From an optimization exercise on the open Yosys and OpenROAD flow, aimed at small area, a short achievable clock period and few clock cycles per item; shortcuts taken in it are not production practice.
Function was checked by simulation only, so behaviour that the tests miss may differ from the original.

==> inputs of job 3561 <==
## WD
module WD(
    clk,
    rst_n,
    in_valid,
    keyboard,
    answer,
    weight,
    match_target,
    out_valid,
    result,
    out_value
);
Settings: LEC_CHECK=0, ABC_AREA=1, CAP_MARGIN=5, CORE_MARGIN=2, CORE_UTILIZATION=40, PLACE_DENSITY=0.7, SETUP_SLACK_MARGIN=4, SLEW_MARGIN=5; clock period 12.0 ns.
run.sh (not shown) runs the stock make flow with config.mk's settings and CLKGATE_MAP_FILE= SYNTH_SCRIPT=/design/flow/synth_recipe.tcl, a recipe that flattens the netlist after the stock synthesis.
==> inputs of job 4109, as changes to job 3561 <==
Settings changed: PLACE_DENSITY 0.7 to 0.6, SETUP_SLACK_MARGIN 4 to 4.5.
==> inputs of job 327, as changes to job 3561 <==
--- a/flow/design.v
+++ b/flow/design.v
@@ -16,20 +16,20 @@
 input [2:0] match_target;
 output out_valid;
 output [4:0]  result;
 output [10:0] out_value;
 localparam LOAD = 2'd0;
 localparam SEL  = 2'd1;
 localparam EVAL = 2'd2;
 localparam OUTP = 2'd3;
-localparam PNONE = 3'd0;
-localparam PDESC = 3'd1;
-localparam PBACK = 3'd2;
-localparam PNEXT = 3'd4;
+localparam PNONE = 2'd0;
+localparam PDESC = 2'd1;
+localparam PBACK = 2'd2;
+localparam PNEXT = 2'd3;
 integer i, j, s;
 reg [1:0] st;
 reg [2:0] cnt;
 reg [4:0] kv [0:7];
 reg [2:0] kt [0:7];
 reg [4:0] bc [0:4];
 reg [3:0] w [0:4];
 reg [2:0] ta, nt;
@@ -40,17 +40,17 @@
 reg [4:0] lvh;               
 reg [2:0] cs [0:3];          
 reg [7:0] used;
 reg [7:0] pm;                
 reg [4:0] da, dn, dx;        
 reg [4:0] pa, px;            
 reg [7:0] abover;
 reg [2:0] trr;
-reg [2:0] pend;                
+reg [1:0] pend;
 reg pbetter;
 reg [7:0] tselr;
 reg tans, tfix, trest;
 reg [4:0] cpr [0:4];
 assign out_valid = (st == OUTP);
 assign result    = (cnt == 3'd0) ? bc[0] : (cnt == 3'd1) ? bc[1] :
                    (cnt == 3'd2) ? bc[2] : (cnt == 3'd3) ? bc[3] : bc[4];
 assign out_value = bv;
@@ -215,38 +215,38 @@
     dae = da;
     dne = dn;
     dxe = dx;
     pae = pa;
     pxe = px;
     for (s = 0; s < 4; s = s + 1)
         cse[s] = cs[s];
     founde = found | pbetter;
-    case (1'b1)
-        pend[0]: begin
+    case (pend)
+        PDESC: begin
             for (s = 0; s < 4; s = s + 1)
                 if (lvh[s]) cse[s] = trr;
             usede = used | tselr;
             lvhe = lvh << 1;
             pme = 8'hff;
             if (tfix) dae = da >> 1;
             if (tans) dne = dn >> 1;
             else dxe = dx >> 1;
             pae = pa & ~{lvh[3:0], 1'b0};
             pxe = px & ~{lvh[3:0], 1'b0};
         end
-        pend[1]: begin
+        PBACK: begin
             lvhe = lvh >> 1;
             usede = used & ~prevsel;
             pme = prevabove;
             if (prevfix) dae = {da[3:0], 1'b1};
             if (prevans) dne = {dn[3:0], 1'b1};
             else dxe = {dx[3:0], 1'b1};
         end
-        pend[2]: begin
+        PNEXT: begin
             pme = abover;
             if (!lvh[4]) begin
                 if (tans) pae = pa | lvh;
                 else pxe = px | lvh;
             end
         end
         default: ;
     endcase
@@ -372,17 +372,17 @@
 end
 reg sbt, sdesc, done;
 reg [2:0] eprevc;
 reg [7:0] eprevsel, eprevabove;
 reg eprevfix, eprevans;
 always @(*) begin
     sbt = !anyf;
     sdesc = anyf && !lvhe[4] && !founde;
-    done = (pend[1] && lvh[0]) || (sbt && lvhe[0]);
+    done = ((pend == PBACK) && lvh[0]) || (sbt && lvhe[0]);
     eprevc = lvhe[1] ? cse[0] : lvhe[2] ? cse[1] : lvhe[3] ? cse[2] : cse[3];
     for (i = 0; i < 8; i = i + 1)
         eprevsel[i] = (eprevc == i);
     eprevabove[0] = 1'b0;
     for (i = 1; i < 8; i = i + 1)
         eprevabove[i] = eprevabove[i - 1] | eprevsel[i - 1];
     eprevans = |(eprevsel & isans);
     eprevfix = |(ko[eprevc] & {1'b0, lvhe[4:1]});
Settings changed: ABC_AREA 1 to default, CAP_MARGIN 5 to 20, PLACE_DENSITY 0.7 to 0.6, SETUP_SLACK_MARGIN 4 to 3, SLEW_MARGIN 5 to 20.
==> run_results.csv <==
group,metric,value,unit
critical_path,cp_common_cell,"buf_4",
placed_design,placedCellCount,5146,
critical_path,reg2regPathDepth,28,
global_routing,use_met3,0.1126,
placed_design,place_area,33970,um^2
synth,synthXorXnorAreaFrac,0.03410,
synth,synth-simple-area-share,0.2130,
synth,synth_area_per_cell,7.714,um^2
critical_path,max_stage_delay,0.81,ns
status,status,"no timing/DRC/antenna violations",
finish,layout-drive-gt1-share,0.09986,
synth,netlist_top_cells_count,"nand2_1, nor2_1, a21oi_1, inv_1, o21ai_0",
critical_path,cp-endpoint,"cpr[2][1]",
timing,relSlewSlack,0.2985,
cts,htreeDepth,2,
global_routing,grt.total_usage,0.3612,
cts,worstSkewPairLatency,0.59,ns
synth,synth_area,32360,um^2
finish,antenna-diode-count,2,
the above is filed under job 327

==> run_results.csv <==
group,metric,value,unit
finish,layout-drive-gt1-share,0.1037,
finish,antenna-diode-count,0,
placed_design,place_area,32200,um^2
placed_design,placedCellCount,5837,
critical_path,cp-endpoint,"cnt[2]",
cts,worstSkewPairLatency,0.64,ns
synth,netlist_top_cells_count,"nand2_1, inv_1, nor2_1, o21ai_0, nand3_1",
critical_path,reg2regPathDepth,36,
synth,synth_area_per_cell,6.348,um^2
synth,synthXorXnorAreaFrac,0.01713,
synth,synth_area,30670,um^2
critical_path,max_stage_delay,0.57,ns
status,status,"no timing/DRC/antenna violations",
critical_path,cp_common_cell,"fa_1",
the above is filed under job 4109

==> run_results.csv <==
group,metric,value,unit
status,status,"no timing/DRC/antenna violations",
finish,stdcell_area,34150,um^2
global_routing,use_met3,0.08870,
critical_path,cp-endpoint,"cnt[2]",
synth,synth_area,30670,um^2
finish,antenna-diode-count,1,
timing,fin_hold_ws,0.5850,ns
timing,relSlewSlack,0.06757,
finish,layout-drive-gt1-share,0.08574,
critical_path,cp_common_cell,"fa_1",
synth,synthXorXnorAreaFrac,0.01713,
finish,final_cells,5976,
critical_path,reg2regPathDepth,37,
placed_design,place_area,32230,um^2
finish,largest_register_ffs,40,
finish,nonClockBufferCount,182,
synth,synth-simple-area-share,0.3499,
synth,netlist_top_cells_count,"nand2_1, inv_1, nor2_1, o21ai_0, nand3_1",
global_routing,grt.total_usage,0.3538,
critical_path,max_stage_delay,0.56,ns
the above is filed under job 3561

Testbench counts of job 3561, summed over its fixed seeds: cycles 2,236, items 48.
Testbench counts of job 4109, summed over its fixed seeds: cycles 2,236, items 48.
Testbench counts of job 327, summed over its fixed seeds: cycles 2,236, items 48.

-- re-timing with driven ports --
The flow's constraints put no driver on any port. The routed layouts listed below were extracted and timed again, unchanged, in two steps. Step 1 assumes that a clkbuf_16 drives the clock port and a buf_2 every other input. Step 2 moves the port delays by t, midway between the first and last clock arrival at a register: inputs arrive t later, outputs are due t later. That takes back most of the time a late clock gives input paths. Three values: ideal ports, drivers, drivers and shift; two values: the first two.
| run | t, ns | setup slack, ns | hold slack, ns | clock arrival spread, ns | worst register clock-pin slew, ns |
|---|---|---|---|---|---|
| job 3561 | 0.629 | 4.254 / 4.254 / 4.228 | 0.585 / 0.585 / 0.585 | 0.024 / 0.023 | 0.06 / 0.06 |
| job 4109 | 0.680 | 4.454 / 4.454 / 4.454 | 0.573 / 0.573 / 0.573 | 0.049 / 0.049 | 0.08 / 0.08 |
| job 327 | 0.645 | 3.201 / 3.201 / 3.201 | 0.572 / 0.572 / 0.572 | 0.031 / 0.031 | 0.07 / 0.07 |
After both steps every run listed still meets setup and hold. For job 3561, which loses most, drivers alone change the setup slack by 0.000 ns; drivers and shift together by -0.026 ns.
